From an optimization exercise on the open Yosys and OpenROAD flow, aimed at small area and a short achievable clock period; shortcuts taken in it are not production practice.
At most, simulation tests tie the RTL to the original design; equivalence was not proved.
Power and IR drop assume default switching activity.

Design processor, start of the top module:
module processor (
    input         CLK, RESET,
    output [31:0] PCcurrent,
    input  [31:0] instruction,
    output        WEmem,
    output [31:0] Adres_mem,
    output [31:0] WriteData,
    input  [31:0] ReadData
);
For scale: roughly 4,300 cells after synthesis, about 1,000 flip-flops, ~0.053 mm² of cells after synthesis.
Settings: LEC_CHECK=0, CAP_MARGIN=20, CORE_MARGIN=2, CORE_UTILIZATION=45, SETUP_SLACK_MARGIN=3.5, SLEW_MARGIN=20, SYNTH_HIERARCHICAL=1, SYNTH_MINIMUM_KEEP_SIZE=0; clock period 11.0 ns.
run.sh (not shown) runs the stock make flow with config.mk's settings and CLKGATE_MAP_FILE= SYNTH_SCRIPT=/design/flow/synth_recipe.tcl, a recipe that flattens the netlist after the stock synthesis.
The baseline finished with timing, DRC and antenna clean.
Rerun with:
CORE_UTILIZATION = 55   (was 45)
CTS_BUF_LIST = sky130_fd_sc_hd__clkbuf_8 sky130_fd_sc_hd__clkbuf_4   (was not set)
=>
- The new run finished with timing, DRC and antenna clean
- power goes down by about 0.8%
- area after synthesis does not change
- maximum frequency goes up by 2.3%
- combinational power goes up by about 1%
- setup slack improved by 0.20 ns
- core utilization goes up by 12 points
- design area goes down by 0.75%
Function was not checked in any run of this note: the RTL went through the layout flow alone.

========
Another version of the RTL of processor (not shown whole).
Size in the first run: roughly 160 I/O pins, roughly 0.053 mm^2 of cells after synthesis.
// processor
module processor (
    input         CLK, RESET,
    output [31:0] PCcurrent,
    input  [31:0] instruction,
    output        WEmem,
    output [31:0] Adres_mem,
    output [31:0] WriteData,
    input  [31:0] ReadData
);
export LEC_CHECK = 0
export CAP_MARGIN = 20
export CORE_MARGIN = 2
export CORE_UTILIZATION = 50
export CTS_BUF_LIST = sky130_fd_sc_hd__clkbuf_16 sky130_fd_sc_hd__clkbuf_8
export CTS_CLUSTER_DIAMETER = 80
export CTS_CLUSTER_SIZE = 30
export SETUP_SLACK_MARGIN = 4.0
export SLEW_MARGIN = 30
export SYNTH_HIERARCHICAL = 1
export SYNTH_MINIMUM_KEEP_SIZE = 0
export TNS_END_PERCENT = 10
create_clock -name core_clock -period 11.0 [get_ports {CLK}]
Change:
Settings changed: CORE_UTILIZATION 50 to 45, CTS_BUF_LIST sky130_fd_sc_hd__clkbuf_16 sky130_fd_sc_hd__clkbuf_8 to default, CTS_CLUSTER_DIAMETER 80 to default, CTS_CLUSTER_SIZE 30 to default, SLEW_MARGIN 30 to 20, TNS_END_PERCENT 10 to default.
Result:
- This time the run ran to the end with violations: max-slew violations
- clock-buffer cell count rises by 74
- power rises by 13%
- cell area rises by 1.4%
Change:
Settings changed: CORE_UTILIZATION 45 to 50, CTS_BUF_LIST from default to sky130_fd_sc_hd__clkbuf_8 sky130_fd_sc_hd__clkbuf_4, SLEW_MARGIN 20 to 30, TNS_END_PERCENT from default to 10.
After rerunning:
- With this change the flow produced a clean layout
- utilization rose by 6.0 points
- power fell by a few percent
- wire length fell by a few percent
- sequential cell count stays the same
- setup slack improved by 0.054 ns
- synthesized cell count stays the same
- sequential share of layout area rose by 0.30 points
- critical path depth rose by 1
- hold slack got worse by 0.088 ns
- final area fell slightly
- combinational power fell by a little under a tenth
Change:
Settings changed: CTS_BUF_LIST sky130_fd_sc_hd__clkbuf_8 sky130_fd_sc_hd__clkbuf_4 to sky130_fd_sc_hd__clkbuf_16 sky130_fd_sc_hd__clkbuf_8, CTS_CLUSTER_DIAMETER from default to 60, CTS_CLUSTER_SIZE from default to 20.
Effect:
- The changed run finished with timing, DRC and antenna clean
- non-clock buffer count is higher by 43
- clock power fell by about 5%
- worst setup slack is better by 0.021 ns
- die area stays the same

========
Another version of the RTL of processor (not shown whole).
For scale: about 4300 cells after synthesis, ~1000 flip-flops, ~160 I/O pins.
Settings: LEC_CHECK=0, CAP_MARGIN=20, CORE_MARGIN=2, CORE_UTILIZATION=45, SETUP_SLACK_MARGIN=3.0, SLEW_MARGIN=20, SYNTH_HIERARCHICAL=1, SYNTH_MINIMUM_KEEP_SIZE=0; clock period 11.0 ns.
Next try:
- SETUP_SLACK_MARGIN: 3.0 -> unset
Result: Total power goes down by 2.4%. Design area is lower by 4.6%. Via count went down by 2.3%. Setup slack loses 1.8 ns. Die area is unchanged. Area after synthesis is unchanged. Non-clock buffer count decreases by 155. First-iteration DRC count decreases by 0.93%. Fmax came out lower by 16%. Wire length goes down by 0.81%. Clock skew falls by 0.027 ns.

[static timing again, ports no longer ideal]
The results above use ideal ports. As a check the final layouts listed here were re-extracted and re-timed, cells and wires unchanged. Step 1: set_driving_cell puts a clkbuf_16 on CLK and a buf_2 on each other input, an assumption about the parent block. Step 2 adds t to the input delays and takes it off the output delays; t is the mean of the earliest and latest rising clock arrival at the registers after step 1. Input paths then give back, and output paths get back, about the clock's delay inside the block. Three values: ideal, step 1, step 2; two values: the first two.
run	shift t [ns]	slack for setup (ns)	latest minus earliest clock arrival (ns)	worst slew at a driven data input, ns
the first run of note 1	0.788	2.060 / 2.011 / 2.011	0.044 / 0.043	0.07
the second run of note 1	0.922	2.261 / 2.201 / 2.201	0.057 / 0.057	0.10
the first run of note 2	0.779	3.285 / 2.829 / 2.757	0.069 / 0.069	0.58
the second run of note 2	0.797	3.288 / 2.868 / 2.868	0.044 / 0.044	0.51
the third run of note 2	0.953	3.342 / 3.004 / 2.572	0.079 / 0.079	0.43
the fourth run of note 2	0.786	3.364 / 2.909 / 2.760	0.043 / 0.043	0.64
the first run of note 3	0.776	1.946 / 1.778 / 1.778	0.062 / 0.062	0.22
the second run of note 3	0.802	0.184 / 0.140 / 0.140	0.036 / 0.036	0.10
For the third run of note 2, which loses most, drivers alone change the setup slack by -0.338 ns; drivers and shift together by -0.770 ns.
